Background: an optimization exercise with open tools, aiming at small area, a short achievable clock period and few clock cycles per item. Do not read the settings as production practice.
No functional check of the RTL was part of any run shown here.

`flow/constraint.sdc`:
```
create_clock -name core_clock -period 13.0 [get_ports {clk}]
set_input_delay 2.6000 -clock core_clock [delete_from_list [all_inputs] [get_ports {clk}]]
set_output_delay 2.6000 -clock core_clock [all_outputs]
set_load 0.01 [all_outputs]
```
`flow/config.mk`:
```
export PLATFORM = sky130hd
export DESIGN_NAME = main
export DESIGN_NICKNAME = main
export VERILOG_FILES = /design/flow/design.v
export SDC_FILE = /design/flow/constraint.sdc
export NUM_CORES = 4
export LEC_CHECK = 0
export ABC_AREA = 1
export CAP_MARGIN = 20
export CORE_MARGIN = 2
export CORE_UTILIZATION = 40
export SLEW_MARGIN = 20
```
`flow/design.v`:
```
module bmul (
    input wire [13:0] a,
    input wire [15:0] b,
    input wire neg,
    input wire rnd,
    input wire [15:0] ea,
    input wire [8:0] eb,
    output wire [15:0] p
);
    wire [16:0] be = {b, 1'b0};
    wire [14:0] ae = {a[13], a};
    wire n0 = be[2] ^ neg;
    wire o0 = be[1] ^ be[0];
    wire t0 = (be[2] & ~be[1] & ~be[0]) | (~be[2] & be[1] & be[0]);
    wire p0_0 = (o0 & ae[0]) ^ n0;
    wire p0_1 = ((o0 & ae[1]) | (t0 & ae[0])) ^ n0;
    wire p0_2 = ((o0 & ae[2]) | (t0 & ae[1])) ^ n0;
    wire p0_3 = ((o0 & ae[3]) | (t0 & ae[2])) ^ n0;
    wire p0_4 = ((o0 & ae[4]) | (t0 & ae[3])) ^ n0;
    wire p0_5 = ((o0 & ae[5]) | (t0 & ae[4])) ^ n0;
    wire p0_6 = ((o0 & ae[6]) | (t0 & ae[5])) ^ n0;
    wire p0_7 = ((o0 & ae[7]) | (t0 & ae[6])) ^ n0;
    wire p0_8 = ((o0 & ae[8]) | (t0 & ae[7])) ^ n0;
    wire p0_9 = ((o0 & ae[9]) | (t0 & ae[8])) ^ n0;
    wire p0_10 = ((o0 & ae[10]) | (t0 & ae[9])) ^ n0;
    wire p0_11 = ((o0 & ae[11]) | (t0 & ae[10])) ^ n0;
    wire p0_12 = ((o0 & ae[12]) | (t0 & ae[11])) ^ n0;
    wire p0_13 = ((o0 & ae[13]) | (t0 & ae[12])) ^ n0;
    wire p0_14 = ~(((o0 & ae[14]) | (t0 & ae[13])) ^ n0);
    wire n1 = be[4] ^ neg;
    wire o1 = be[3] ^ be[2];
    wire t1 = (be[4] & ~be[3] & ~be[2]) | (~be[4] & be[3] & be[2]);
    wire p1_0 = (o1 & ae[0]) ^ n1;
    wire p1_1 = ((o1 & ae[1]) | (t1 & ae[0])) ^ n1;
    wire p1_2 = ((o1 & ae[2]) | (t1 & ae[1])) ^ n1;
    wire p1_3 = ((o1 & ae[3]) | (t1 & ae[2])) ^ n1;
    wire p1_4 = ((o1 & ae[4]) | (t1 & ae[3])) ^ n1;
    wire p1_5 = ((o1 & ae[5]) | (t1 & ae[4])) ^ n1;
    wire p1_6 = ((o1 & ae[6]) | (t1 & ae[5])) ^ n1;
    wire p1_7 = ((o1 & ae[7]) | (t1 & ae[6])) ^ n1;
    wire p1_8 = ((o1 & ae[8]) | (t1 & ae[7])) ^ n1;
    wire p1_9 = ((o1 & ae[9]) | (t1 & ae[8])) ^ n1;
    wire p1_10 = ((o1 & ae[10]) | (t1 & ae[9])) ^ n1;
    wire p1_11 = ((o1 & ae[11]) | (t1 & ae[10])) ^ n1;
    wire p1_12 = ((o1 & ae[12]) | (t1 & ae[11])) ^ n1;
    wire p1_13 = ((o1 & ae[13]) | (t1 & ae[12])) ^ n1;
    wire p1_14 = ~(((o1 & ae[14]) | (t1 & ae[13])) ^ n1);
    wire n2 = be[6] ^ neg;
    wire o2 = be[5] ^ be[4];
    wire t2 = (be[6] & ~be[5] & ~be[4]) | (~be[6] & be[5] & be[4]);
    wire p2_0 = (o2 & ae[0]) ^ n2;
    wire p2_1 = ((o2 & ae[1]) | (t2 & ae[0])) ^ n2;
    wire p2_2 = ((o2 & ae[2]) | (t2 & ae[1])) ^ n2;
    wire p2_3 = ((o2 & ae[3]) | (t2 & ae[2])) ^ n2;
    wire p2_4 = ((o2 & ae[4]) | (t2 & ae[3])) ^ n2;
    wire p2_5 = ((o2 & ae[5]) | (t2 & ae[4])) ^ n2;
    wire p2_6 = ((o2 & ae[6]) | (t2 & ae[5])) ^ n2;
    wire p2_7 = ((o2 & ae[7]) | (t2 & ae[6])) ^ n2;
    wire p2_8 = ((o2 & ae[8]) | (t2 & ae[7])) ^ n2;
    wire p2_9 = ((o2 & ae[9]) | (t2 & ae[8])) ^ n2;
    wire p2_10 = ((o2 & ae[10]) | (t2 & ae[9])) ^ n2;
    wire p2_11 = ((o2 & ae[11]) | (t2 & ae[10])) ^ n2;
    wire p2_12 = ((o2 & ae[12]) | (t2 & ae[11])) ^ n2;
    wire p2_13 = ((o2 & ae[13]) | (t2 & ae[12])) ^ n2;
    wire p2_14 = ~(((o2 & ae[14]) | (t2 & ae[13])) ^ n2);
    wire n3 = be[8] ^ neg;
    wire o3 = be[7] ^ be[6];
    wire t3 = (be[8] & ~be[7] & ~be[6]) | (~be[8] & be[7] & be[6]);
    wire p3_0 = (o3 & ae[0]) ^ n3;
    wire p3_1 = ((o3 & ae[1]) | (t3 & ae[0])) ^ n3;
    wire p3_2 = ((o3 & ae[2]) | (t3 & ae[1])) ^ n3;
    wire p3_3 = ((o3 & ae[3]) | (t3 & ae[2])) ^ n3;
    wire p3_4 = ((o3 & ae[4]) | (t3 & ae[3])) ^ n3;
    wire p3_5 = ((o3 & ae[5]) | (t3 & ae[4])) ^ n3;
    wire p3_6 = ((o3 & ae[6]) | (t3 & ae[5])) ^ n3;
    wire p3_7 = ((o3 & ae[7]) | (t3 & ae[6])) ^ n3;
    wire p3_8 = ((o3 & ae[8]) | (t3 & ae[7])) ^ n3;
    wire p3_9 = ((o3 & ae[9]) | (t3 & ae[8])) ^ n3;
    wire p3_10 = ((o3 & ae[10]) | (t3 & ae[9])) ^ n3;
    wire p3_11 = ((o3 & ae[11]) | (t3 & ae[10])) ^ n3;
    wire p3_12 = ((o3 & ae[12]) | (t3 & ae[11])) ^ n3;
    wire p3_13 = ((o3 & ae[13]) | (t3 & ae[12])) ^ n3;
    wire p3_14 = ~(((o3 & ae[14]) | (t3 & ae[13])) ^ n3);
    wire n4 = be[10] ^ neg;
    wire o4 = be[9] ^ be[8];
    wire t4 = (be[10] & ~be[9] & ~be[8]) | (~be[10] & be[9] & be[8]);
    wire p4_0 = (o4 & ae[0]) ^ n4;
    wire p4_1 = ((o4 & ae[1]) | (t4 & ae[0])) ^ n4;
    wire p4_2 = ((o4 & ae[2]) | (t4 & ae[1])) ^ n4;
    wire p4_3 = ((o4 & ae[3]) | (t4 & ae[2])) ^ n4;
    wire p4_4 = ((o4 & ae[4]) | (t4 & ae[3])) ^ n4;
    wire p4_5 = ((o4 & ae[5]) | (t4 & ae[4])) ^ n4;
    wire p4_6 = ((o4 & ae[6]) | (t4 & ae[5])) ^ n4;
    wire p4_7 = ((o4 & ae[7]) | (t4 & ae[6])) ^ n4;
    wire p4_8 = ((o4 & ae[8]) | (t4 & ae[7])) ^ n4;
    wire p4_9 = ((o4 & ae[9]) | (t4 & ae[8])) ^ n4;
    wire p4_10 = ((o4 & ae[10]) | (t4 & ae[9])) ^ n4;
    wire p4_11 = ((o4 & ae[11]) | (t4 & ae[10])) ^ n4;
    wire p4_12 = ((o4 & ae[12]) | (t4 & ae[11])) ^ n4;
    wire p4_13 = ((o4 & ae[13]) | (t4 & ae[12])) ^ n4;
    wire p4_14 = ~(((o4 & ae[14]) | (t4 & ae[13])) ^ n4);
    wire n5 = be[12] ^ neg;
    wire o5 = be[11] ^ be[10];
    wire t5 = (be[12] & ~be[11] & ~be[10]) | (~be[12] & be[11] & be[10]);
    wire p5_0 = (o5 & ae[0]) ^ n5;
    wire p5_1 = ((o5 & ae[1]) | (t5 & ae[0])) ^ n5;
    wire p5_2 = ((o5 & ae[2]) | (t5 & ae[1])) ^ n5;
    wire p5_3 = ((o5 & ae[3]) | (t5 & ae[2])) ^ n5;
    wire p5_4 = ((o5 & ae[4]) | (t5 & ae[3])) ^ n5;
    wire p5_5 = ((o5 & ae[5]) | (t5 & ae[4])) ^ n5;
    wire p5_6 = ((o5 & ae[6]) | (t5 & ae[5])) ^ n5;
    wire p5_7 = ((o5 & ae[7]) | (t5 & ae[6])) ^ n5;
    wire p5_8 = ((o5 & ae[8]) | (t5 & ae[7])) ^ n5;
    wire p5_9 = ((o5 & ae[9]) | (t5 & ae[8])) ^ n5;
    wire p5_10 = ((o5 & ae[10]) | (t5 & ae[9])) ^ n5;
    wire p5_11 = ((o5 & ae[11]) | (t5 & ae[10])) ^ n5;
    wire p5_12 = ((o5 & ae[12]) | (t5 & ae[11])) ^ n5;
    wire p5_13 = ((o5 & ae[13]) | (t5 & ae[12])) ^ n5;
    wire p5_14 = ~(((o5 & ae[14]) | (t5 & ae[13])) ^ n5);
    wire n6 = be[14] ^ neg;
    wire o6 = be[13] ^ be[12];
    wire t6 = (be[14] & ~be[13] & ~be[12]) | (~be[14] & be[13] & be[12]);
    wire p6_0 = (o6 & ae[0]) ^ n6;
    wire p6_1 = ((o6 & ae[1]) | (t6 & ae[0])) ^ n6;
    wire p6_2 = ((o6 & ae[2]) | (t6 & ae[1])) ^ n6;
    wire p6_3 = ((o6 & ae[3]) | (t6 & ae[2])) ^ n6;
    wire p6_4 = ((o6 & ae[4]) | (t6 & ae[3])) ^ n6;
    wire p6_5 = ((o6 & ae[5]) | (t6 & ae[4])) ^ n6;
    wire p6_6 = ((o6 & ae[6]) | (t6 & ae[5])) ^ n6;
    wire p6_7 = ((o6 & ae[7]) | (t6 & ae[6])) ^ n6;
    wire p6_8 = ((o6 & ae[8]) | (t6 & ae[7])) ^ n6;
    wire p6_9 = ((o6 & ae[9]) | (t6 & ae[8])) ^ n6;
    wire p6_10 = ((o6 & ae[10]) | (t6 & ae[9])) ^ n6;
    wire p6_11 = ((o6 & ae[11]) | (t6 & ae[10])) ^ n6;
    wire p6_12 = ((o6 & ae[12]) | (t6 & ae[11])) ^ n6;
    wire p6_13 = ((o6 & ae[13]) | (t6 & ae[12])) ^ n6;
    wire p6_14 = ~(((o6 & ae[14]) | (t6 & ae[13])) ^ n6);
    wire n7 = be[16] ^ neg;
    wire o7 = be[15] ^ be[14];
    wire t7 = (be[16] & ~be[15] & ~be[14]) | (~be[16] & be[15] & be[14]);
    wire p7_0 = (o7 & ae[0]) ^ n7;
    wire p7_1 = ((o7 & ae[1]) | (t7 & ae[0])) ^ n7;
    wire p7_2 = ((o7 & ae[2]) | (t7 & ae[1])) ^ n7;
    wire p7_3 = ((o7 & ae[3]) | (t7 & ae[2])) ^ n7;
    wire p7_4 = ((o7 & ae[4]) | (t7 & ae[3])) ^ n7;
    wire p7_5 = ((o7 & ae[5]) | (t7 & ae[4])) ^ n7;
    wire p7_6 = ((o7 & ae[6]) | (t7 & ae[5])) ^ n7;
    wire p7_7 = ((o7 & ae[7]) | (t7 & ae[6])) ^ n7;
    wire p7_8 = ((o7 & ae[8]) | (t7 & ae[7])) ^ n7;
    wire p7_9 = ((o7 & ae[9]) | (t7 & ae[8])) ^ n7;
    wire p7_10 = ((o7 & ae[10]) | (t7 & ae[9])) ^ n7;
    wire p7_11 = ((o7 & ae[11]) | (t7 & ae[10])) ^ n7;
    wire p7_12 = ((o7 & ae[12]) | (t7 & ae[11])) ^ n7;
    wire w1 = ea[1] ^ eb[1];
    wire w2 = ea[1] & eb[1];
    wire w3 = ea[2] ^ eb[2];
    wire w4 = ea[2] & eb[2];
    wire w5 = ea[3] ^ eb[3] ^ 1'b1;
    wire w6 = (ea[3] & eb[3]) | (ea[3] & 1'b1) | (eb[3] & 1'b1);
    wire w7 = n7 ^ p0_14 ^ p1_12;
    wire w8 = (n7 & p0_14) | (n7 & p1_12) | (p0_14 & p1_12);
    wire w9 = ea[4] ^ eb[4] ^ 1'b1;
    wire w10 = (ea[4] & eb[4]) | (ea[4] & 1'b1) | (eb[4] & 1'b1);
    wire w11 = p1_13 ^ p2_11;
    wire w12 = p1_13 & p2_11;
    wire w13 = ea[5] ^ eb[5] ^ p1_14;
    wire w14 = (ea[5] & eb[5]) | (ea[5] & p1_14) | (eb[5] & p1_14);
    wire w15 = ea[6] ^ eb[6];
    wire w16 = ea[6] & eb[6];
    wire w17 = rnd ^ n4;
    wire w18 = rnd & n4;
    wire w19 = rnd ^ p0_9;
    wire w20 = rnd & p0_9;
    wire w21 = rnd ^ n5 ^ p0_10;
    wire w22 = (rnd & n5) | (rnd & p0_10) | (n5 & p0_10);
    wire w23 = p1_8 ^ p2_6;
    wire w24 = p1_8 & p2_6;
    wire w25 = ea[0] ^ eb[0] ^ p0_11;
    wire w26 = (ea[0] & eb[0]) | (ea[0] & p0_11) | (eb[0] & p0_11);
    wire w27 = p1_9 ^ p2_7 ^ p3_5;
    wire w28 = (p1_9 & p2_7) | (p1_9 & p3_5) | (p2_7 & p3_5);
    wire w29 = n6 ^ w1 ^ p0_12;
    wire w30 = (n6 & w1) | (n6 & p0_12) | (w1 & p0_12);
    wire w31 = p1_10 ^ p2_8 ^ p3_6;
    wire w32 = (p1_10 & p2_8) | (p1_10 & p3_6) | (p2_8 & p3_6);
    wire w33 = p4_4 ^ p5_2;
    wire w34 = p4_4 & p5_2;
    wire w35 = w2 ^ w3 ^ p0_13;
    wire w36 = (w2 & w3) | (w2 & p0_13) | (w3 & p0_13);
    wire w37 = p1_11 ^ p2_9 ^ p3_7;
    wire w38 = (p1_11 & p2_9) | (p1_11 & p3_7) | (p2_9 & p3_7);
    wire w39 = p4_5 ^ p5_3 ^ p6_1;
    wire w40 = (p4_5 & p5_3) | (p4_5 & p6_1) | (p5_3 & p6_1);
    wire w41 = w4 ^ p2_10 ^ p3_8;
    wire w42 = (w4 & p2_10) | (w4 & p3_8) | (p2_10 & p3_8);
    wire w43 = p4_6 ^ p5_4 ^ p6_2;
    wire w44 = (p4_6 & p5_4) | (p4_6 & p6_2) | (p5_4 & p6_2);
    wire w45 = p7_0 ^ w5 ^ w7;
    wire w46 = (p7_0 & w5) | (p7_0 & w7) | (w5 & w7);
    wire w47 = p3_9 ^ p4_7 ^ p5_5;
    wire w48 = (p3_9 & p4_7) | (p3_9 & p5_5) | (p4_7 & p5_5);
    wire w49 = p6_3 ^ p7_1 ^ w6;
    wire w50 = (p6_3 & p7_1) | (p6_3 & w6) | (p7_1 & w6);
    wire w51 = w9 ^ w11 ^ w8;
    wire w52 = (w9 & w11) | (w9 & w8) | (w11 & w8);
    wire w53 = p2_12 ^ p3_10 ^ p4_8;
    wire w54 = (p2_12 & p3_10) | (p2_12 & p4_8) | (p3_10 & p4_8);
    wire w55 = p5_6 ^ p6_4 ^ p7_2;
    wire w56 = (p5_6 & p6_4) | (p5_6 & p7_2) | (p6_4 & p7_2);
    wire w57 = w10 ^ w12 ^ w13;
    wire w58 = (w10 & w12) | (w10 & w13) | (w12 & w13);
    wire w59 = 1'b1 ^ w15 ^ p2_13;
    wire w60 = (1'b1 & w15) | (1'b1 & p2_13) | (w15 & p2_13);
    wire w61 = p3_11 ^ p4_9 ^ p5_7;
    wire w62 = (p3_11 & p4_9) | (p3_11 & p5_7) | (p4_9 & p5_7);
    wire w63 = p6_5 ^ p7_3 ^ w14;
    wire w64 = (p6_5 & p7_3) | (p6_5 & w14) | (p7_3 & w14);
    wire w65 = ea[7] ^ eb[7] ^ w16;
    wire w66 = (ea[7] & eb[7]) | (ea[7] & w16) | (eb[7] & w16);
    wire w67 = p2_14 ^ p3_12 ^ p4_10;
    wire w68 = (p2_14 & p3_12) | (p2_14 & p4_10) | (p3_12 & p4_10);
    wire w69 = p5_8 ^ p6_6 ^ p7_4;
    wire w70 = (p5_8 & p6_6) | (p5_8 & p7_4) | (p6_6 & p7_4);
    wire w71 = ea[8] ^ eb[8] ^ 1'b1;
    wire w72 = (ea[8] & eb[8]) | (ea[8] & 1'b1) | (eb[8] & 1'b1);
    wire w73 = p3_13 ^ p4_11 ^ p5_9;
    wire w74 = (p3_13 & p4_11) | (p3_13 & p5_9) | (p4_11 & p5_9);
    wire w75 = p6_7 ^ p7_5;
    wire w76 = p6_7 & p7_5;
    wire w77 = ea[9] ^ p3_14 ^ p4_12;
    wire w78 = (ea[9] & p3_14) | (ea[9] & p4_12) | (p3_14 & p4_12);
    wire w79 = p5_10 ^ p6_8;
    wire w80 = p5_10 & p6_8;
    wire w81 = ea[10] ^ 1'b1 ^ p4_13;
    wire w82 = (ea[10] & 1'b1) | (ea[10] & p4_13) | (1'b1 & p4_13);
    wire w83 = rnd ^ n2;
    wire w84 = rnd & n2;
    wire w85 = rnd ^ p0_5;
    wire w86 = rnd & p0_5;
    wire w87 = rnd ^ n3 ^ p0_6;
    wire w88 = (rnd & n3) | (rnd & p0_6) | (n3 & p0_6);
    wire w89 = p1_4 ^ p2_2;
    wire w90 = p1_4 & p2_2;
    wire w91 = rnd ^ p0_7 ^ p1_5;
    wire w92 = (rnd & p0_7) | (rnd & p1_5) | (p0_7 & p1_5);
    wire w93 = p2_3 ^ p3_1;
    wire w94 = p2_3 & p3_1;
    wire w95 = w17 ^ p0_8 ^ p1_6;
    wire w96 = (w17 & p0_8) | (w17 & p1_6) | (p0_8 & p1_6);
    wire w97 = p2_4 ^ p3_2 ^ p4_0;
    wire w98 = (p2_4 & p3_2) | (p2_4 & p4_0) | (p3_2 & p4_0);
    wire w99 = w18 ^ p1_7 ^ p2_5;
    wire w100 = (w18 & p1_7) | (w18 & p2_5) | (p1_7 & p2_5);
    wire w101 = p3_3 ^ p4_1 ^ w19;
    wire w102 = (p3_3 & p4_1) | (p3_3 & w19) | (p4_1 & w19);
    wire w103 = p3_4 ^ p4_2 ^ p5_0;
    wire w104 = (p3_4 & p4_2) | (p3_4 & p5_0) | (p4_2 & p5_0);
    wire w105 = w20 ^ w23 ^ w21;
    wire w106 = (w20 & w23) | (w20 & w21) | (w23 & w21);
    wire w107 = p4_3 ^ p5_1 ^ w24;
    wire w108 = (p4_3 & p5_1) | (p4_3 & w24) | (p5_1 & w24);
    wire w109 = w22 ^ w25 ^ w27;
    wire w110 = (w22 & w25) | (w22 & w27) | (w25 & w27);
    wire w111 = p6_0 ^ w33 ^ w26;
    wire w112 = (p6_0 & w33) | (p6_0 & w26) | (w33 & w26);
    wire w113 = w28 ^ w29 ^ w31;
    wire w114 = (w28 & w29) | (w28 & w31) | (w29 & w31);
    wire w115 = w34 ^ w30 ^ w32;
    wire w116 = (w34 & w30) | (w34 & w32) | (w30 & w32);
    wire w117 = w35 ^ w37 ^ w39;
    wire w118 = (w35 & w37) | (w35 & w39) | (w37 & w39);
    wire w119 = w36 ^ w38 ^ w40;
    wire w120 = (w36 & w38) | (w36 & w40) | (w38 & w40);
    wire w121 = w41 ^ w43 ^ w45;
    wire w122 = (w41 & w43) | (w41 & w45) | (w43 & w45);
    wire w123 = w42 ^ w44 ^ w47;
    wire w124 = (w42 & w44) | (w42 & w47) | (w44 & w47);
    wire w125 = w49 ^ w46 ^ w51;
    wire w126 = (w49 & w46) | (w49 & w51) | (w46 & w51);
    wire w127 = w48 ^ w53 ^ w55;
    wire w128 = (w48 & w53) | (w48 & w55) | (w53 & w55);
    wire w129 = w50 ^ w52 ^ w57;
    wire w130 = (w50 & w52) | (w50 & w57) | (w52 & w57);
    wire w131 = w54 ^ w56 ^ w59;
    wire w132 = (w54 & w56) | (w54 & w59) | (w56 & w59);
    wire w133 = w61 ^ w58 ^ w63;
    wire w134 = (w61 & w58) | (w61 & w63) | (w58 & w63);
    wire w135 = w65 ^ w60 ^ w62;
    wire w136 = (w65 & w60) | (w65 & w62) | (w60 & w62);
    wire w137 = w67 ^ w69 ^ w64;
    wire w138 = (w67 & w69) | (w67 & w64) | (w69 & w64);
    wire w139 = w71 ^ w75 ^ w66;
    wire w140 = (w71 & w75) | (w71 & w66) | (w75 & w66);
    wire w141 = w68 ^ w70 ^ w73;
    wire w142 = (w68 & w70) | (w68 & w73) | (w70 & w73);
    wire w143 = p7_6 ^ w72 ^ w76;
    wire w144 = (p7_6 & w72) | (p7_6 & w76) | (w72 & w76);
    wire w145 = w79 ^ w74 ^ w77;
    wire w146 = (w79 & w74) | (w79 & w77) | (w74 & w77);
    wire w147 = p5_11 ^ p6_9 ^ p7_7;
    wire w148 = (p5_11 & p6_9) | (p5_11 & p7_7) | (p6_9 & p7_7);
    wire w149 = w80 ^ w78 ^ w81;
    wire w150 = (w80 & w78) | (w80 & w81) | (w78 & w81);
    wire w151 = ea[11] ^ p4_14 ^ p5_12;
    wire w152 = (ea[11] & p4_14) | (ea[11] & p5_12) | (p4_14 & p5_12);
    wire w153 = p6_10 ^ p7_8 ^ w82;
    wire w154 = (p6_10 & p7_8) | (p6_10 & w82) | (p7_8 & w82);
    wire w155 = ea[12] ^ 1'b1 ^ p5_13;
    wire w156 = (ea[12] & 1'b1) | (ea[12] & p5_13) | (1'b1 & p5_13);
    wire w157 = p6_11 ^ p7_9;
    wire w158 = p6_11 & p7_9;
    wire w159 = ea[13] ^ p5_14 ^ p6_12;
    wire w160 = (ea[13] & p5_14) | (ea[13] & p6_12) | (p5_14 & p6_12);
    wire w161 = ea[14] ^ 1'b1;
    wire w162 = ea[14] & 1'b1;
    wire w163 = ~ea[15] ^ 1'b1;
    wire w164 = ~ea[15] & 1'b1;
    wire w165 = rnd ^ n1;
    wire w166 = rnd & n1;
    wire w167 = rnd ^ p0_3;
    wire w168 = rnd & p0_3;
    wire w169 = w83 ^ p0_4 ^ p1_2;
    wire w170 = (w83 & p0_4) | (w83 & p1_2) | (p0_4 & p1_2);
    wire w171 = w84 ^ p1_3 ^ p2_1;
    wire w172 = (w84 & p1_3) | (w84 & p2_1) | (p1_3 & p2_1);
    wire w173 = p3_0 ^ w86 ^ w89;
    wire w174 = (p3_0 & w86) | (p3_0 & w89) | (w86 & w89);
    wire w175 = w90 ^ w93 ^ w88;
    wire w176 = (w90 & w93) | (w90 & w88) | (w93 & w88);
    wire w177 = w94 ^ w92 ^ w95;
    wire w178 = (w94 & w92) | (w94 & w95) | (w92 & w95);
    wire w179 = w96 ^ w98 ^ w99;
    wire w180 = (w96 & w98) | (w96 & w99) | (w98 & w99);
    wire w181 = w100 ^ w103 ^ w102;
    wire w182 = (w100 & w103) | (w100 & w102) | (w103 & w102);
    wire w183 = w104 ^ w107 ^ w106;
    wire w184 = (w104 & w107) | (w104 & w106) | (w107 & w106);
    wire w185 = w108 ^ w110 ^ w111;
    wire w186 = (w108 & w110) | (w108 & w111) | (w110 & w111);
    wire w187 = w112 ^ w114 ^ w115;
    wire w188 = (w112 & w114) | (w112 & w115) | (w114 & w115);
    wire w189 = w116 ^ w118 ^ w119;
    wire w190 = (w116 & w118) | (w116 & w119) | (w118 & w119);
    wire w191 = w120 ^ w123 ^ w122;
    wire w192 = (w120 & w123) | (w120 & w122) | (w123 & w122);
    wire w193 = w124 ^ w127 ^ w126;
    wire w194 = (w124 & w127) | (w124 & w126) | (w127 & w126);
    wire w195 = w128 ^ w131 ^ w130;
    wire w196 = (w128 & w131) | (w128 & w130) | (w131 & w130);
    wire w197 = w132 ^ w135 ^ w134;
    wire w198 = (w132 & w135) | (w132 & w134) | (w135 & w134);
    wire w199 = w139 ^ w136 ^ w141;
    wire w200 = (w139 & w136) | (w139 & w141) | (w136 & w141);
    wire w201 = w143 ^ w140 ^ w142;
    wire w202 = (w143 & w140) | (w143 & w142) | (w140 & w142);
    wire w203 = w147 ^ w144 ^ w146;
    wire w204 = (w147 & w144) | (w147 & w146) | (w144 & w146);
    wire w205 = w148 ^ w151 ^ w150;
    wire w206 = (w148 & w151) | (w148 & w150) | (w151 & w150);
    wire w207 = w157 ^ w152 ^ w155;
    wire w208 = (w157 & w152) | (w157 & w155) | (w152 & w155);
    wire w209 = p7_10 ^ w158 ^ w156;
    wire w210 = (p7_10 & w158) | (p7_10 & w156) | (w158 & w156);
    wire w211 = w161 ^ p6_13 ^ p7_11;
    wire w212 = (w161 & p6_13) | (w161 & p7_11) | (p6_13 & p7_11);
    wire w213 = w162 ^ w163 ^ p6_14;
    wire w214 = (w162 & w163) | (w162 & p6_14) | (w163 & p6_14);
    wire w215 = rnd ^ n0;
    wire w216 = rnd & n0;
    wire w217 = rnd ^ p0_1;
    wire w218 = rnd & p0_1;
    wire w219 = w165 ^ p0_2 ^ p1_0;
    wire w220 = (w165 & p0_2) | (w165 & p1_0) | (p0_2 & p1_0);
    wire w221 = w166 ^ p1_1 ^ w167;
    wire w222 = (w166 & p1_1) | (w166 & w167) | (p1_1 & w167);
    wire w223 = p2_0 ^ w168 ^ w169;
    wire w224 = (p2_0 & w168) | (p2_0 & w169) | (w168 & w169);
    wire w225 = w85 ^ w170 ^ w171;
    wire w226 = (w85 & w170) | (w85 & w171) | (w170 & w171);
    wire w227 = w172 ^ w87 ^ w173;
    wire w228 = (w172 & w87) | (w172 & w173) | (w87 & w173);
    wire w229 = w91 ^ w174 ^ w175;
    wire w230 = (w91 & w174) | (w91 & w175) | (w174 & w175);
    wire w231 = w97 ^ w176 ^ w177;
    wire w232 = (w97 & w176) | (w97 & w177) | (w176 & w177);
    wire w233 = w101 ^ w178 ^ w179;
    wire w234 = (w101 & w178) | (w101 & w179) | (w178 & w179);
    wire w235 = w180 ^ w105 ^ w181;
    wire w236 = (w180 & w105) | (w180 & w181) | (w105 & w181);
    wire w237 = w109 ^ w182 ^ w183;
    wire w238 = (w109 & w182) | (w109 & w183) | (w182 & w183);
    wire w239 = w113 ^ w184 ^ w185;
    wire w240 = (w113 & w184) | (w113 & w185) | (w184 & w185);
    wire w241 = w117 ^ w186 ^ w187;
    wire w242 = (w117 & w186) | (w117 & w187) | (w186 & w187);
    wire w243 = w188 ^ w189 ^ w121;
    wire w244 = (w188 & w189) | (w188 & w121) | (w189 & w121);
    wire w245 = w190 ^ w125 ^ w191;
    wire w246 = (w190 & w125) | (w190 & w191) | (w125 & w191);
    wire w247 = w129 ^ w192 ^ w193;
    wire w248 = (w129 & w192) | (w129 & w193) | (w192 & w193);
    wire w249 = w133 ^ w194 ^ w195;
    wire w250 = (w133 & w194) | (w133 & w195) | (w194 & w195);
    wire w251 = w137 ^ w196 ^ w197;
    wire w252 = (w137 & w196) | (w137 & w197) | (w196 & w197);
    wire w253 = w199 ^ w138 ^ w198;
    wire w254 = (w199 & w138) | (w199 & w198) | (w138 & w198);
    wire w255 = w145 ^ w200 ^ w201;
    wire w256 = (w145 & w200) | (w145 & w201) | (w200 & w201);
    wire w257 = w149 ^ w202 ^ w203;
    wire w258 = (w149 & w202) | (w149 & w203) | (w202 & w203);
    wire w259 = w153 ^ w204 ^ w205;
    wire w260 = (w153 & w204) | (w153 & w205) | (w204 & w205);
    wire w261 = w207 ^ w154 ^ w206;
    wire w262 = (w207 & w154) | (w207 & w206) | (w154 & w206);
    wire w263 = w159 ^ w208 ^ w209;
    wire w264 = (w159 & w208) | (w159 & w209) | (w208 & w209);
    wire w265 = w211 ^ w160 ^ w210;
    wire w266 = (w211 & w160) | (w211 & w210) | (w160 & w210);
    wire w267 = p7_12 ^ w212 ^ w213;
    wire w268 = (p7_12 & w212) | (p7_12 & w213) | (w212 & w213);
    wire w269 = w215 & p0_0;
    wire w270 = w215 ^ p0_0;
    wire w271 = w216 & w217;
    wire w272 = w216 ^ w217;
    wire w273 = w218 & w219;
    wire w274 = w218 ^ w219;
    wire w275 = w220 & w221;
    wire w276 = w220 ^ w221;
    wire w277 = w222 & w223;
    wire w278 = w222 ^ w223;
    wire w279 = w224 & w225;
    wire w280 = w224 ^ w225;
    wire w281 = w226 & w227;
    wire w282 = w226 ^ w227;
    wire w283 = w228 & w229;
    wire w284 = w228 ^ w229;
    wire w285 = w230 & w231;
    wire w286 = w230 ^ w231;
    wire w287 = w232 & w233;
    wire w288 = w232 ^ w233;
    wire w289 = w234 & w235;
    wire w290 = w234 ^ w235;
    wire w291 = w236 & w237;
    wire w292 = w236 ^ w237;
    wire w293 = w238 & w239;
    wire w294 = w238 ^ w239;
    wire w295 = w240 & w241;
    wire w296 = w240 ^ w241;
    wire w297 = w242 & w243;
    wire w298 = w242 ^ w243;
    wire w299 = w244 & w245;
    wire w300 = w244 ^ w245;
    wire w301 = w246 & w247;
    wire w302 = w246 ^ w247;
    wire w303 = w248 & w249;
    wire w304 = w248 ^ w249;
    wire w305 = w250 & w251;
    wire w306 = w250 ^ w251;
    wire w307 = w252 & w253;
    wire w308 = w252 ^ w253;
    wire w309 = w254 & w255;
    wire w310 = w254 ^ w255;
    wire w311 = w256 & w257;
    wire w312 = w256 ^ w257;
    wire w313 = w258 & w259;
    wire w314 = w258 ^ w259;
    wire w315 = w260 & w261;
    wire w316 = w260 ^ w261;
    wire w317 = w262 & w263;
    wire w318 = w262 ^ w263;
    wire w319 = w264 & w265;
    wire w320 = w264 ^ w265;
    wire w321 = w266 & w267;
    wire w322 = w266 ^ w267;
    wire w323 = w271 | (w272 & w269);
    wire w324 = w275 | (w276 & w273);
    wire w325 = w276 & w274;
    wire w326 = w279 | (w280 & w277);
    wire w327 = w280 & w278;
    wire w328 = w283 | (w284 & w281);
    wire w329 = w284 & w282;
    wire w330 = w287 | (w288 & w285);
    wire w331 = w288 & w286;
    wire w332 = w291 | (w292 & w289);
    wire w333 = w292 & w290;
    wire w334 = w295 | (w296 & w293);
    wire w335 = w296 & w294;
    wire w336 = w299 | (w300 & w297);
    wire w337 = w300 & w298;
    wire w338 = w303 | (w304 & w301);
    wire w339 = w304 & w302;
    wire w340 = w307 | (w308 & w305);
    wire w341 = w308 & w306;
    wire w342 = w311 | (w312 & w309);
    wire w343 = w312 & w310;
    wire w344 = w315 | (w316 & w313);
    wire w345 = w316 & w314;
    wire w346 = w319 | (w320 & w317);
    wire w347 = w320 & w318;
    wire w348 = w273 | (w274 & w323);
    wire w349 = w324 | (w325 & w323);
    wire w350 = w281 | (w282 & w326);
    wire w351 = w282 & w327;
    wire w352 = w328 | (w329 & w326);
    wire w353 = w329 & w327;
    wire w354 = w289 | (w290 & w330);
    wire w355 = w290 & w331;
    wire w356 = w332 | (w333 & w330);
    wire w357 = w333 & w331;
    wire w358 = w297 | (w298 & w334);
    wire w359 = w298 & w335;
    wire w360 = w336 | (w337 & w334);
    wire w361 = w337 & w335;
    wire w362 = w305 | (w306 & w338);
    wire w363 = w306 & w339;
    wire w364 = w340 | (w341 & w338);
    wire w365 = w341 & w339;
    wire w366 = w313 | (w314 & w342);
    wire w367 = w314 & w343;
    wire w368 = w344 | (w345 & w342);
    wire w369 = w345 & w343;
    wire w370 = w321 | (w322 & w346);
    wire w371 = w322 & w347;
    wire w372 = w277 | (w278 & w349);
    wire w373 = w326 | (w327 & w349);
    wire w374 = w350 | (w351 & w349);
    wire w375 = w352 | (w353 & w349);
    wire w376 = w293 | (w294 & w356);
    wire w377 = w294 & w357;
    wire w378 = w334 | (w335 & w356);
    wire w379 = w335 & w357;
    wire w380 = w358 | (w359 & w356);
    wire w381 = w359 & w357;
    wire w382 = w360 | (w361 & w356);
    wire w383 = w361 & w357;
    wire w384 = w309 | (w310 & w364);
    wire w385 = w310 & w365;
    wire w386 = w342 | (w343 & w364);
    wire w387 = w343 & w365;
    wire w388 = w366 | (w367 & w364);
    wire w389 = w367 & w365;
    wire w390 = w368 | (w369 & w364);
    wire w391 = w369 & w365;
    wire w392 = w285 | (w286 & w375);
    wire w393 = w330 | (w331 & w375);
    wire w394 = w354 | (w355 & w375);
    wire w395 = w356 | (w357 & w375);
    wire w396 = w376 | (w377 & w375);
    wire w397 = w378 | (w379 & w375);
    wire w398 = w380 | (w381 & w375);
    wire w399 = w382 | (w383 & w375);
    wire w400 = w317 | (w318 & w390);
    wire w401 = w318 & w391;
    wire w402 = w346 | (w347 & w390);
    wire w403 = w347 & w391;
    wire w404 = w370 | (w371 & w390);
    wire w405 = w371 & w391;
    wire w406 = w301 | (w302 & w399);
    wire w407 = w338 | (w339 & w399);
    wire w408 = w362 | (w363 & w399);
    wire w409 = w364 | (w365 & w399);
    wire w410 = w384 | (w385 & w399);
    wire w411 = w386 | (w387 & w399);
    wire w412 = w388 | (w389 & w399);
    wire w413 = w390 | (w391 & w399);
    wire w414 = w400 | (w401 & w399);
    wire w415 = w402 | (w403 & w399);
    wire w416 = w404 | (w405 & w399);
    wire w417 = w292 ^ w394;
    wire w418 = w294 ^ w395;
    wire w419 = w296 ^ w396;
    wire w420 = w298 ^ w397;
    wire w421 = w300 ^ w398;
    wire w422 = w302 ^ w399;
    wire w423 = w304 ^ w406;
    wire w424 = w306 ^ w407;
    wire w425 = w308 ^ w408;
    wire w426 = w310 ^ w409;
    wire w427 = w312 ^ w410;
    wire w428 = w314 ^ w411;
    wire w429 = w316 ^ w412;
    wire w430 = w318 ^ w413;
    wire w431 = w320 ^ w414;
    wire w432 = w322 ^ w415;
    assign p = {w432, w431, w430, w429, w428, w427, w426, w425, w424, w423, w422, w421, w420, w419, w418, w417};
endmodule
module pre85 (
    input wire [14:0] X2,
    output wire [9:0] u1
);
    wire w1 = X2[0] ^ X2[2];
    wire w2 = X2[0] & X2[2];
    wire w3 = X2[1] ^ X2[3];
    wire w4 = X2[1] & X2[3];
    wire w5 = X2[2] ^ X2[4];
    wire w6 = X2[2] & X2[4];
    wire w7 = X2[3] ^ X2[5];
    wire w8 = X2[3] & X2[5];
    wire w9 = X2[4] ^ X2[6];
    wire w10 = X2[4] & X2[6];
    wire w11 = X2[5] ^ X2[7];
    wire w12 = X2[5] & X2[7];
    wire w13 = X2[6] ^ X2[8];
    wire w14 = X2[6] & X2[8];
    wire w15 = X2[7] ^ X2[9];
    wire w16 = X2[7] & X2[9];
    wire w17 = X2[8] ^ X2[10];
    wire w18 = X2[8] & X2[10];
    wire w19 = X2[0] ^ X2[2];
    wire w20 = X2[0] & X2[2];
    wire w21 = X2[1] ^ X2[3];
    wire w22 = X2[1] & X2[3];
    wire w23 = X2[4] ^ X2[6] ^ X2[0];
    wire w24 = (X2[4] & X2[6]) | (X2[4] & X2[0]) | (X2[6] & X2[0]);
    wire w25 = X2[5] ^ X2[7] ^ w2;
    wire w26 = (X2[5] & X2[7]) | (X2[5] & w2) | (X2[7] & w2);
    wire w27 = X2[6] ^ X2[8] ^ w4;
    wire w28 = (X2[6] & X2[8]) | (X2[6] & w4) | (X2[8] & w4);
    wire w29 = X2[7] ^ X2[9] ^ w6;
    wire w30 = (X2[7] & X2[9]) | (X2[7] & w6) | (X2[9] & w6);
    wire w31 = X2[8] ^ X2[10] ^ w8;
    wire w32 = (X2[8] & X2[10]) | (X2[8] & w8) | (X2[10] & w8);
    wire w33 = X2[9] ^ X2[11] ^ w10;
    wire w34 = (X2[9] & X2[11]) | (X2[9] & w10) | (X2[11] & w10);
    wire w35 = X2[10] ^ X2[12] ^ w12;
    wire w36 = (X2[10] & X2[12]) | (X2[10] & w12) | (X2[12] & w12);
    wire w37 = X2[11] ^ X2[13] ^ w14;
    wire w38 = (X2[11] & X2[13]) | (X2[11] & w14) | (X2[13] & w14);
    wire w39 = X2[12] ^ X2[14] ^ w16;
    wire w40 = (X2[12] & X2[14]) | (X2[12] & w16) | (X2[14] & w16);
    wire w41 = X2[9] ^ X2[11] ^ X2[13];
    wire w42 = (X2[9] & X2[11]) | (X2[9] & X2[13]) | (X2[11] & X2[13]);
    wire w43 = X2[10] ^ X2[12];
    wire w44 = X2[10] & X2[12];
    wire w45 = X2[0] ^ X2[2];
    wire w46 = X2[0] & X2[2];
    wire w47 = X2[1] ^ X2[3];
    wire w48 = X2[1] & X2[3];
    wire w49 = X2[4] ^ X2[0] ^ w19;
    wire w50 = (X2[4] & X2[0]) | (X2[4] & w19) | (X2[0] & w19);
    wire w51 = X2[5] ^ w20 ^ w21;
    wire w52 = (X2[5] & w20) | (X2[5] & w21) | (w20 & w21);
    wire w53 = w22 ^ w1 ^ w23;
    wire w54 = (w22 & w1) | (w22 & w23) | (w1 & w23);
    wire w55 = w3 ^ w24 ^ w25;
    wire w56 = (w3 & w24) | (w3 & w25) | (w24 & w25);
    wire w57 = w5 ^ w26 ^ w27;
    wire w58 = (w5 & w26) | (w5 & w27) | (w26 & w27);
    wire w59 = w7 ^ w28 ^ w29;
    wire w60 = (w7 & w28) | (w7 & w29) | (w28 & w29);
    wire w61 = w9 ^ w30 ^ w31;
    wire w62 = (w9 & w30) | (w9 & w31) | (w30 & w31);
    wire w63 = w11 ^ w32 ^ w33;
    wire w64 = (w11 & w32) | (w11 & w33) | (w32 & w33);
    wire w65 = w13 ^ w34 ^ w35;
    wire w66 = (w13 & w34) | (w13 & w35) | (w34 & w35);
    wire w67 = w15 ^ w36 ^ w37;
    wire w68 = (w15 & w36) | (w15 & w37) | (w36 & w37);
    wire w69 = w17 ^ w38 ^ w39;
    wire w70 = (w17 & w38) | (w17 & w39) | (w38 & w39);
    wire w71 = w18 ^ w41 ^ w40;
    wire w72 = (w18 & w41) | (w18 & w40) | (w41 & w40);
    wire w73 = X2[14] ^ w43 ^ w42;
    wire w74 = (X2[14] & w43) | (X2[14] & w42) | (w43 & w42);
    wire w75 = X2[11] ^ X2[13] ^ w44;
    wire w76 = (X2[11] & X2[13]) | (X2[11] & w44) | (X2[13] & w44);
    wire w77 = X2[12] ^ X2[14];
    wire w78 = X2[12] & X2[14];
    wire w79 = X2[0] & X2[0];
    wire w80 = X2[0] ^ X2[0];
    wire w81 = w45 & X2[0];
    wire w82 = w45 ^ X2[0];
    wire w83 = w46 & w47;
    wire w84 = w46 ^ w47;
    wire w85 = w48 & w49;
    wire w86 = w48 ^ w49;
    wire w87 = w50 & w51;
    wire w88 = w50 ^ w51;
    wire w89 = w52 & w53;
    wire w90 = w52 ^ w53;
    wire w91 = w54 & w55;
    wire w92 = w54 ^ w55;
    wire w93 = w56 & w57;
    wire w94 = w56 ^ w57;
    wire w95 = w58 & w59;
    wire w96 = w58 ^ w59;
    wire w97 = w60 & w61;
    wire w98 = w60 ^ w61;
    wire w99 = w62 & w63;
    wire w100 = w62 ^ w63;
    wire w101 = w64 & w65;
    wire w102 = w64 ^ w65;
    wire w103 = w66 & w67;
    wire w104 = w66 ^ w67;
    wire w105 = w68 & w69;
    wire w106 = w68 ^ w69;
    wire w107 = w70 & w71;
    wire w108 = w70 ^ w71;
    wire w109 = w72 & w73;
    wire w110 = w72 ^ w73;
    wire w111 = w74 & w75;
    wire w112 = w74 ^ w75;
    wire w113 = w76 & w77;
    wire w114 = w76 ^ w77;
    wire w115 = w78 & X2[13];
    wire w116 = w78 ^ X2[13];
    wire w117 = X2[1] & w79;
    wire w118 = w83 | (w84 & w81);
    wire w119 = w84 & w82;
    wire w120 = w87 | (w88 & w85);
    wire w121 = w88 & w86;
    wire w122 = w91 | (w92 & w89);
    wire w123 = w92 & w90;
    wire w124 = w95 | (w96 & w93);
    wire w125 = w96 & w94;
    wire w126 = w99 | (w100 & w97);
    wire w127 = w100 & w98;
    wire w128 = w103 | (w104 & w101);
    wire w129 = w104 & w102;
    wire w130 = w107 | (w108 & w105);
    wire w131 = w108 & w106;
    wire w132 = w111 | (w112 & w109);
    wire w133 = w112 & w110;
    wire w134 = w115 | (w116 & w113);
    wire w135 = w116 & w114;
    wire w136 = w81 | (w82 & w117);
    wire w137 = w118 | (w119 & w117);
    wire w138 = w89 | (w90 & w120);
    wire w139 = w90 & w121;
    wire w140 = w122 | (w123 & w120);
    wire w141 = w123 & w121;
    wire w142 = w97 | (w98 & w124);
    wire w143 = w98 & w125;
    wire w144 = w126 | (w127 & w124);
    wire w145 = w127 & w125;
    wire w146 = w105 | (w106 & w128);
    wire w147 = w106 & w129;
    wire w148 = w130 | (w131 & w128);
    wire w149 = w131 & w129;
    wire w150 = w113 | (w114 & w132);
    wire w151 = w114 & w133;
    wire w152 = w134 | (w135 & w132);
    wire w153 = w135 & w133;
    wire w154 = w85 | (w86 & w137);
    wire w155 = w120 | (w121 & w137);
    wire w156 = w138 | (w139 & w137);
    wire w157 = w140 | (w141 & w137);
    wire w158 = w101 | (w102 & w144);
    wire w159 = w102 & w145;
    wire w160 = w128 | (w129 & w144);
    wire w161 = w129 & w145;
    wire w162 = w146 | (w147 & w144);
    wire w163 = w147 & w145;
    wire w164 = w148 | (w149 & w144);
    wire w165 = w149 & w145;
    wire w166 = X2[14] & w152;
    wire w167 = X2[14] & w153;
    wire w168 = w93 | (w94 & w157);
    wire w169 = w124 | (w125 & w157);
    wire w170 = w142 | (w143 & w157);
    wire w171 = w144 | (w145 & w157);
    wire w172 = w158 | (w159 & w157);
    wire w173 = w160 | (w161 & w157);
    wire w174 = w162 | (w163 & w157);
    wire w175 = w164 | (w165 & w157);
    wire w176 = w109 | (w110 & w175);
    wire w177 = w132 | (w133 & w175);
    wire w178 = w150 | (w151 & w175);
    wire w179 = w152 | (w153 & w175);
    wire w180 = w166 | (w167 & w175);
    wire w181 = w100 ^ w170;
    wire w182 = w102 ^ w171;
    wire w183 = w104 ^ w172;
    wire w184 = w106 ^ w173;
    wire w185 = w108 ^ w174;
    wire w186 = w110 ^ w175;
    wire w187 = w112 ^ w176;
    wire w188 = w114 ^ w177;
    wire w189 = w116 ^ w178;
    wire w190 = X2[14] ^ w179;
    assign u1 = {w190, w189, w188, w187, w186, w185, w184, w183, w182, w181};
endmodule
module pre2 (
    input wire [13:0] T,
    input wire s,
    output wire [8:0] q
);
    wire m3 = ~s & T[0];
    wire m4 = s ? T[0] : T[1];
    wire m5 = s ? T[1] : T[2];
    wire m6 = s ? T[2] : T[3];
    wire m7 = s ? T[3] : T[4];
    wire m8 = s ? T[4] : T[5];
    wire m9 = s ? T[5] : T[6];
    wire m10 = s ? T[6] : T[7];
    wire m11 = s ? T[7] : T[8];
    wire m12 = s ? T[8] : T[9];
    wire m13 = s ? T[9] : T[10];
    wire m14 = s ? T[10] : T[11];
    wire m15 = s ? T[11] : T[12];
    wire m16 = s ? T[12] : T[13];
    wire m17 = s & T[13];
    wire w1 = T[3] ^ s;
    wire w2 = T[3] & s;
    wire w3 = T[4] ^ s ^ m4;
    wire w4 = (T[4] & s) | (T[4] & m4) | (s & m4);
    wire w5 = T[5] ^ s ^ m5;
    wire w6 = (T[5] & s) | (T[5] & m5) | (s & m5);
    wire w7 = T[6] ^ s ^ m6;
    wire w8 = (T[6] & s) | (T[6] & m6) | (s & m6);
    wire w9 = T[7] ^ s ^ m7;
    wire w10 = (T[7] & s) | (T[7] & m7) | (s & m7);
    wire w11 = T[8] ^ s ^ m8;
    wire w12 = (T[8] & s) | (T[8] & m8) | (s & m8);
    wire w13 = T[9] ^ m9;
    wire w14 = T[9] & m9;
    wire w15 = T[10] ^ m10;
    wire w16 = T[10] & m10;
    wire w17 = T[11] ^ m11;
    wire w18 = T[11] & m11;
    wire w19 = T[12] ^ m12;
    wire w20 = T[12] & m12;
    wire w21 = T[13] ^ m13;
    wire w22 = T[13] & m13;
    wire w23 = T[0] & s;
    wire w24 = T[0] ^ s;
    wire w25 = T[1] & s;
    wire w26 = T[1] ^ s;
    wire w27 = T[2] & s;
    wire w28 = T[2] ^ s;
    wire w29 = w1 & m3;
    wire w30 = w1 ^ m3;
    wire w31 = w2 & w3;
    wire w32 = w2 ^ w3;
    wire w33 = w4 & w5;
    wire w34 = w4 ^ w5;
    wire w35 = w6 & w7;
    wire w36 = w6 ^ w7;
    wire w37 = w8 & w9;
    wire w38 = w8 ^ w9;
    wire w39 = w10 & w11;
    wire w40 = w10 ^ w11;
    wire w41 = w12 & w13;
    wire w42 = w12 ^ w13;
    wire w43 = w14 & w15;
    wire w44 = w14 ^ w15;
    wire w45 = w16 & w17;
    wire w46 = w16 ^ w17;
    wire w47 = w18 & w19;
    wire w48 = w18 ^ w19;
    wire w49 = w20 & w21;
    wire w50 = w20 ^ w21;
    wire w51 = w22 & m14;
    wire w52 = w22 ^ m14;
    wire w53 = w25 | (w26 & w23);
    wire w54 = w29 | (w30 & w27);
    wire w55 = w30 & w28;
    wire w56 = w33 | (w34 & w31);
    wire w57 = w34 & w32;
    wire w58 = w37 | (w38 & w35);
    wire w59 = w38 & w36;
    wire w60 = w41 | (w42 & w39);
    wire w61 = w42 & w40;
    wire w62 = w45 | (w46 & w43);
    wire w63 = w46 & w44;
    wire w64 = w49 | (w50 & w47);
    wire w65 = w50 & w48;
    wire w66 = m15 & w51;
    wire w67 = m15 & w52;
    wire w68 = m17 & m16;
    wire w69 = w27 | (w28 & w53);
    wire w70 = w54 | (w55 & w53);
    wire w71 = w35 | (w36 & w56);
    wire w72 = w36 & w57;
    wire w73 = w58 | (w59 & w56);
    wire w74 = w59 & w57;
    wire w75 = w43 | (w44 & w60);
    wire w76 = w44 & w61;
    wire w77 = w62 | (w63 & w60);
    wire w78 = w63 & w61;
    wire w79 = w51 | (w52 & w64);
    wire w80 = w52 & w65;
    wire w81 = w66 | (w67 & w64);
    wire w82 = w67 & w65;
    wire w83 = w31 | (w32 & w70);
    wire w84 = w56 | (w57 & w70);
    wire w85 = w71 | (w72 & w70);
    wire w86 = w73 | (w74 & w70);
    wire w87 = w47 | (w48 & w77);
    wire w88 = w48 & w78;
    wire w89 = w64 | (w65 & w77);
    wire w90 = w65 & w78;
    wire w91 = w79 | (w80 & w77);
    wire w92 = w80 & w78;
    wire w93 = w81 | (w82 & w77);
    wire w94 = w82 & w78;
    wire w95 = w39 | (w40 & w86);
    wire w96 = w60 | (w61 & w86);
    wire w97 = w75 | (w76 & w86);
    wire w98 = w77 | (w78 & w86);
    wire w99 = w87 | (w88 & w86);
    wire w100 = w89 | (w90 & w86);
    wire w101 = w91 | (w92 & w86);
    wire w102 = w93 | (w94 & w86);
    wire w103 = m16 & w102;
    wire w104 = w68 & w102;
    wire w105 = w42 ^ w95;
    wire w106 = w44 ^ w96;
    wire w107 = w46 ^ w97;
    wire w108 = w48 ^ w98;
    wire w109 = w50 ^ w99;
    wire w110 = w52 ^ w100;
    wire w111 = m15 ^ w101;
    wire w112 = m16 ^ w102;
    wire w113 = m17 ^ w103;
    assign q = {w113, w112, w111, w110, w109, w108, w107, w106, w105};
endmodule
module main (
    input wire [15:0] v, x,
    input wire clk, reset, start,
    output wire done,
    output wire [15:0] final_result
);
    reg [2:0] ph;
    reg done_r;
    reg [14:0] X2;
    reg [13:0] T;
    reg [15:0] F;
    wire ph0 = (ph == 3'd0);
    wire ph1 = (ph == 3'd1);
    wire ph2 = (ph == 3'd2);
    wire ph3 = (ph == 3'd3);
    wire ph4 = (ph == 3'd4);
    wire ph5 = (ph == 3'd5);
    wire [9:0] u1;
    pre85 p85 (.X2(X2), .u1(u1));
    wire [8:0] a23;
    pre2 p2 (.T(T), .s(ph2), .q(a23));
    wire [8:0] t9 = T[8:0];
    wire k1 = (t9 != 9'd0), k2 = (t9 >= 9'd90), k3 = (t9 >= 9'd179);
    wire k4 = (t9 >= 9'd268), k5 = (t9 >= 9'd357), k6 = (t9 >= 9'd446);
    wire [2:0] a4 = {k4, (k2 & ~k4) | k6, (k1 & ~k2) | (k3 & ~k4) | (k5 & ~k6)};
    wire [13:0] acc_a = ph1 ? 14'd2048 : F[13:0];
    wire [13:0] acc_b = ph1 ? {1'b1, ~X2[14:1]} : (ph3 ? ~T : T);
    wire acc_ci = ph1 ? ~X2[0] : ph3;
    wire [13:0] acc_n = acc_a + acc_b + {13'b0, acc_ci};
    wire [13:0] A = ({14{ph0}} & x[13:0]) | ({14{ph1}} & {4'b0, u1}) |
                    ({14{ph2 | ph3}} & {5'b0, a23}) | ({14{ph4}} & {11'b0, a4}) |
                    ({14{ph5}} & F[13:0]);
    wire [15:0] B = ph0 ? {{2{x[13]}}, x[13:0]} : (ph5 ? v : {1'b0, X2});
    wire [15:0] ea = ph4 ? {{2{F[13]}}, F[13:0]} : 16'd0;
    wire [8:0] eb = ph4 ? T[8:0] : 9'd0;
    wire [15:0] P;
    bmul mul (.a(A), .b(B), .neg(ph4), .rnd(ph2), .ea(ea), .eb(eb), .p(P));
    always @(posedge clk) begin
        if (reset) begin
            ph <= 3'd0;
            done_r <= 1'b0;
        end else begin
            case (ph)
                3'd0: if (start) begin ph <= 3'd1; done_r <= 1'b0; end
                3'd5: begin ph <= 3'd0; done_r <= 1'b1; end
                default: ph <= ph + 3'd1;
            endcase
        end
    end
    always @(posedge clk) begin
        if (ph0) X2 <= P[14:0];
        T <= P[13:0];
        if (ph4 | ph5) F <= P;
        else if (!ph0) F[13:0] <= acc_n;
    end
    assign done = done_r;
    assign final_result = F;
endmodule
```
`flow/run.sh`:
```
#!/bin/bash
# synth_recipe.tcl (not shown) runs the flow's synth.tcl, then flattens the netlist and writes it again
# the make line also repeats each setting of config.mk as NAME=value (left out here)
make -C /OpenROAD-flow-scripts/flow DESIGN_CONFIG=/design/flow/config.mk WORK_HOME=/design/flow/orfs CLKGATE_MAP_FILE= SYNTH_SCRIPT=/design/flow/synth_recipe.tcl finish
```
==> results of run 1 <==
[stage by stage]
| stage | util | area (µm²) |
|---|---|---|
| after floorplan | - | 12100 |
| after global placement | 0.435 | 12900 |
| after detailed placement | 0.435 | 12900 |
| after CTS | 0.440 | 13100 |
| after global routing | 0.440 | 13100 |
| final | 0.440 | 13100 |
[area by class of cell]
class                           count  area [µm²]  share of cell area
Multi-Input combinational cell   1314        9420               0.720
Clock inverter                      2        13.8             0.00105
Tap cell                          390         488              0.0373
Timing Repair Buffer               59         566              0.0432
Inverter                          309        1160              0.0887
Clock buffer                        6         139              0.0106
Sequential cell                    49        1290              0.0987
[cells by family after synthesis]
group,count (synthesis),synth area share
AOI/OAI and AO/OA,199,0.0950
xor gates and xnor gates,111,0.0809
adders and majority gates,254,0.347
buffers and inverters,360,0.116
DFF,49,0.107
muxes,2,0.00165
and+or+nand+nor,748,0.253
[worst max-delay path, delay by kind of cell (launching register included)]
kind / cells / cell delay, ps
AO/OA/AOI/OAI: 7 / 1280
adder cells (fa/ha/maj): 8 / 3450
AND/OR/NAND/NOR: 25 / 3280
buffers and inverters: 4 / 1130
flip-flops: 1 / 340
XOR/XNOR: 1 / 200
[flip-flops by register name, indices dropped and copies added (netlist names)]
| signal | cells |
|---|---|
| ph | 3 |
| done_r | 1 |
| X2 | 15 |
| F | 16 |
| T | 14 |
[cells in the final DEF, fill, tap and decap left out, drive strengths merged, types with 3 or more instances in the layout]
cell / instances
nor3: 6
fa: 137
nand4: 7
nand3: 86
o22ai: 31
a211oi: 4
buf: 10
a21oi: 68
nor2: 104
or2: 7
nand3b: 7
dfxtp: 18
a21boi: 3
clkdlybuf4s50: 49
and2: 10
clkbuf: 6
nand2: 518
clkinv: 5
o21a: 8
xnor2: 19
ha: 117
xor2: 92
o21ai: 74
inv: 306
edfxtp: 31
[worst max-delay path by stage]
| stage | cells after the start | endpoint |
|---|---|---|
| 6_report | 45 | F[15]$_DFFE_PP_ |
| 5_1_grt | 45 | F[15]$_DFFE_PP_ |
| 4_1_cts | 45 | F[15]$_DFFE_PP_ |
| 3_5_place_dp | 34 | F[15]$_DFFE_PP_ |
| 3_3_place_gp | 34 | F[15]$_DFFE_PP_ |
| 2_1_floorplan | 50 | F[15]$_DFFE_PP_ |
[routing by layer]
layer,global-route usage,wire length [µm],vias up
li1,-,-,5378
met1,0.328,16400,5273
met2,0.401,16900,373
met3,0.0341,2320,73
met4,0.0741,1150,0
met5,0,0,-
==> impl_metrics.csv, run 1 <==
group,metric,value,unit
clocking,root_buffer,"clkbuf_16",
worst_setup_path,critPathRequiredTime,13060,ps
placement,post-dp-hpwl,29.5,mm
logic_synthesis,yosys.area.top_type,"fa_1",
placement,gp_congestion,0.929,
job,drv_cap,0,
drt,antenna_left,0,
finish,diodes,0,
clocking,hold_buffers,0,
clocking,path_clk_slew,70,ps
clocking,cts_made_buffers,5,
sta,slew_viol_final,0,
floorplan,core_area,29700,µm²
sta,timing.final.ws_setup,3020,ps
logic_synthesis,synth-main-ff-cell,"edfxtp_1",
clocking,clock_path_buffers,2,
clocking,cts_tree,"built",
worst_setup_path,path_max_fanout,31,
drt,wire_per_inst,17.2,µm
sta,timing.hold.ws,489,ps
floorplan,die_area,31700,µm²
worst_setup_path,critical_path.most_common_cell,"nor2_1",
clocking,worst_skew_pair.late_latency,300,ps
worst_setup_path,rr_endpoint,"F[15]$_DFFE_PP_",
worst_setup_path,worst_setup_path_start_kind,"flop",
clocking,htree_levels,2,
worst_setup_path,cp_slowest_cell,"nand4_1",
logic_synthesis,synth_cell_types,52,
drt,vias,11097,
logic_synthesis,async_reset_ff_frac,0,
logic_synthesis,netlist_instances,1723,
sta,setup_viol,0,
finish,fin_nets,2027,
global_route,antenna_found_initial,0,
logic_synthesis,synth_common_cells,"511 x nand2_1, 292 x inv_1, 137 x fa_1",
drt,wl,36.7,mm
worst_setup_path,reg2reg_depth,45,
drt,via_per_inst,5.21,
worst_setup_path,r2r_slack,3020,ps
logic_synthesis,syn-num-nets,2012,
sta,finalClockSkew,8.41,ps
clocking,post-cts-setup-buffers,0,
placement,io_buffer_count,49,
sta,rsz0062_at_grt,"no",
min_path,hold_end,"done_r$_SDFFE_PP0P_",
global_route,gr-total-overflow,0,
worst_setup_path,crit_type,"reg2reg",
global_route,gr-usage-all-layers,0.242,
finish,nFillCells,3035,
min_path,hold_path_class,"reg2reg",
logic_synthesis,mappedNetlistArea,12100,µm²
global_route,grt_pass1_wl,59.4,mm
clocking,clock_sinks,49,
floorplan,ioPinCount,52,
finish,stdcell_count,2129,
logic_synthesis,synth_most_common_cell,"nand2_1",
sta,slew_headroom,0.352,
floorplan,initial_core_util,0.408,
worst_setup_path,cp-end-kind,"flop",
floorplan,die_w,178,µm
floorplan,row_count,63,
logic_synthesis,synth_top_cell_area_share,0.226,
sta,worstMarginPinSlew,972,ps
min_path,hp-start,"done_r$_SDFFE_PP0P_",
worst_setup_path,critPathLaunch,"ph[0]$_SDFFE_PP0P_",
sta,max_freq,0.100,GHz
finish,drive_above_1_share,0.0357,
worst_setup_path,slowest_delay,730,ps
clocking,cts_resized,0,
floorplan,die_height,178,µm
logic_synthesis,synth_area_leaders,"fa_1 23%, nand2_1 16%, ha_1 12%",
sta,fin_tns_setup,0,ps
logic_synthesis,yosysWarnings,1,
sta,period_share,0.767,
min_path,whs_path_depth,2,
global_route,grt_max_degree,36,
global_route,grt_pass1_vias,11266,
placement,dp.cells,2121,
drt,drtIter0Drc,879,
worst_setup_path,reg2reg_from,"ph[0]$_SDFFE_PP0P_",
logic_synthesis,ys_seq_area_frac,0.107,
sta,hold_viol,0,
run_status,outcome,"finished clean",
logic_synthesis,syn_avg_cell_area,7.03,µm²
logic_synthesis,synth_seq_cells,49,
finish,areaGrowthSynthToFinish,7.95,%
logic_synthesis,synth-edff-count,31,
drt,drtPass1Iterations,7,
sta,min_period,9980,ps
worst_setup_path,arrival,10040,ps
placement,place_ws,2940,ps
drt,drc,0,
==> run 2, diff against run 1 <==
--- a/flow/config.mk
+++ b/flow/config.mk
@@ -9,4 +9,5 @@
 export CAP_MARGIN = 20
 export CORE_MARGIN = 2
 export CORE_UTILIZATION = 40
+export SETUP_SLACK_MARGIN = 5
 export SLEW_MARGIN = 20
==> impl_metrics.csv, run 2 <==
group,metric,value,unit
run_status,outcome,"finished clean",
finish,largest_reg_flops,16,
sta,rsz0062_at_grt,"yes",
sta,hold_viol,0,
clocking,worst_skew_pair.late_latency,300,ps
logic_synthesis,yosys.area.top_type,"fa_1",
worst_setup_path,cp_slowest_cell,"fa_2",
sta,period_share,0.674,
drt,wire_per_inst,17.6,µm
worst_setup_path,rr_endpoint,"X2[11]$_DFFE_PP_",
sta,finalClockSkew,10.1,ps
drt,drtPass1Iterations,5,
logic_synthesis,synth_common_cells,"511 x nand2_1, 292 x inv_1, 137 x fa_1",
clocking,cts_made_buffers,5,
logic_synthesis,syn-num-nets,2012,
worst_setup_path,reg2reg_depth,50,
logic_synthesis,synth_seq_cells,49,
logic_synthesis,ys_seq_area_frac,0.107,
clocking,htree_levels,2,
drt,drtIter0Drc,920,
floorplan,initial_core_util,0.408,
logic_synthesis,synth_area_leaders,"fa_1 23%, nand2_1 16%, ha_1 12%",
placement,place_ws,2980,ps
clocking,path_clk_slew,70,ps
finish,largest_register,"F",
sta,setup_viol,0,
logic_synthesis,syn_avg_cell_area,7.03,µm²
clocking,clock_path_buffers,2,
finish,final_common_cell,"nand2_1",
placement,io_buffer_count,49,
worst_setup_path,path_max_fanout,3,
drt,via_per_inst,5.29,
finish,top_regs,"F x16, X2 x15, T x14",
logic_synthesis,synth_cell_types,52,
drt,wl,39.2,mm
drt,vias,11794,
logic_synthesis,synth_top_cell_area_share,0.226,
floorplan,die_w,178,µm
logic_synthesis,synth_most_common_cell,"nand2_1",
worst_setup_path,crit_type,"reg2reg",
clocking,hold_buffers,0,
drt,drc,0,
worst_setup_path,critPathRequiredTime,13060,ps
worst_setup_path,critPathBufInv,12,
sta,timing.final.ws_setup,4240,ps
worst_setup_path,slowest_delay,540,ps
global_route,gr-total-overflow,0,
drt,antenna_left,0,
worst_setup_path,arrival,8820,ps
logic_synthesis,synth-main-ff-cell,"edfxtp_1",
floorplan,die_area,31700,µm²
sta,min_period,8760,ps
min_path,whs_path_depth,2,
sta,worstMarginPinSlew,806,ps
global_route,gr-usage-all-layers,0.249,
sta,fin_tns_setup,0,ps
sta,slew_viol_final,0,
finish,fin_nets,2128,
global_route,grt_max_degree,36,
global_route,grt_pass1_wl,61.2,mm
floorplan,ioPinCount,52,
placement,post-dp-hpwl,29.6,mm
floorplan,row_count,63,
min_path,hold_end,"done_r$_SDFFE_PP0P_",
worst_setup_path,reg2reg_from,"X2[2]$_DFFE_PP_",
finish,drive_above_1_share,0.180,
sta,max_freq,0.114,GHz
logic_synthesis,async_reset_ff_frac,0,
clocking,root_buffer,"clkbuf_16",
sta,timing.hold.ws,486,ps
finish,areaGrowthSynthToFinish,22.3,%
logic_synthesis,yosysWarnings,1,
floorplan,die_height,178,µm
worst_setup_path,cp-end-kind,"flop",
global_route,antenna_found_initial,0,
logic_synthesis,netlist_instances,1723,
min_path,hold_path_class,"reg2reg",
min_path,hp-start,"done_r$_SDFFE_PP0P_",
finish,layout_common_cells,"468 x nand2_1, 274 x inv_1, 121 x fa_1, 110 x ha_1, 93 x buf_4",
worst_setup_path,r2r_slack,4240,ps
global_route,grt_pass1_vias,11645,
sta,slew_headroom,0.461,
finish,diodes,0,
worst_setup_path,worst_setup_path_start_kind,"flop",
floorplan,core_area,29700,µm²
clocking,clock_sinks,49,
job,drv_cap,0,
placement,gp_congestion,0.921,
clocking,cts_tree,"built",
logic_synthesis,mappedNetlistArea,12100,µm²
worst_setup_path,worst_path_dominant_cell_family,"adder cells",
logic_synthesis,synth-edff-count,31,
run 2: layer usage:
metal  GRT usage  share of wire  vias to the layer above
met5           0              0                        -
met3      0.0296          0.071                       90
met4      0.0765          0.035                        0
li1            -              -                     5576
met1       0.332           0.42                     5673
met2       0.423           0.47                      455
run 2: area by class of cell:
class	count	area (µm²)
clock buffer	5	125
tap	390	488
multi-input combinational	1314	10300
fill	2859	14900
inverter	309	1170
sequential	49	1290
timing repair buffer	160	1440
clock inverter	3	43.8
run 2: how the worst max path moves through the flow:
stage,from,endpoint,cells past startpoint
floorplan,X2[0]$_DFFE_PP_,F[15]$_DFFE_PP_,50
global placement,v[3],F[15]$_DFFE_PP_,34
detailed placement,v[3],F[15]$_DFFE_PP_,34
CTS,X2[0]$_DFFE_PP_,F[15]$_DFFE_PP_,54
global route,X2[0]$_DFFE_PP_,F[15]$_DFFE_PP_,53
finish,X2[2]$_DFFE_PP_,X2[11]$_DFFE_PP_,50
run 2: kinds of logic (layout without fill, tap and decap cells):
| kind of cell | after synthesis | after routing | synth area share |
|---|---|---|---|
| adders and majority gates | 254 | 254 | 0.347 |
| buffers and inverters | 360 | 477 | 0.116 |
| AOI/OAI and AO/OA | 199 | 199 | 0.0950 |
| muxes | 2 | 2 | 0.00165 |
| DFF | 49 | 49 | 0.107 |
| and+or+nand+nor | 748 | 748 | 0.253 |
| xor gates and xnor gates | 111 | 111 | 0.0809 |
run 2: worst register-to-register path, delay by kind of cell, from the launching register on:
kind	cells	cell delay, ps
AOI/OAI and AO/OA	7	1020
DFF	1	480
and+or+nand+nor	20	1830
buffers and inverters	12	1070
adders and majority gates	10	3950
xor gates and xnor gates	1	190
run 2: per-stage QoR:
stage	instances	util	cell area [µm²]
after global routing	2230	0.499	14800
after detailed placement	2122	0.438	13000
after global placement	2122	0.438	13000
after CTS	2199	0.475	14100
final	2230	0.499	14800
after floorplan	1723	-	12200
run 2: timing repair:
action,CTS,global route
gates resized for setup,94,128
endpoints found under the setup margin,44,43
setup buffers,69,31
pin swaps,37,49

-- afterwards: timing with drivers on the ports --
Ports are ideal in the flow. The routed layouts listed here were re-timed in OpenROAD.
Step 1 (the two cells are an assumption about what drives the block):
set clk [get_ports {clk}]
set_driving_cell -lib_cell sky130_fd_sc_hd__clkbuf_16 $clk
set_driving_cell -lib_cell sky130_fd_sc_hd__buf_2 [delete_from_list [all_inputs] $clk]
Step 2 moves the port delays by t, midway between the first and last clock arrival at a register: inputs arrive t later, outputs are due t later. That takes back most of the time a late clock gives input paths.
a / b / c = ideal ports / drivers / drivers and shift; a / b = the first two.
run | t (ns) | setup slack, ns | hold slack, ns | worst setup path at the end | worst data-port slew with drivers (ns)
run 1 | 0.338 | 3.024 / 3.024 / 2.885 | 0.489 / 0.489 / 0.489 | input to register | 0.05
run 2 | 0.336 | 4.242 / 4.242 / 3.967 | 0.486 / 0.486 / 0.486 | input to register | 0.06
After both steps every run listed still meets setup and hold. The setup slack of run 2, which loses most, moves by 0.000 ns with the drivers and by -0.275 ns with both steps.
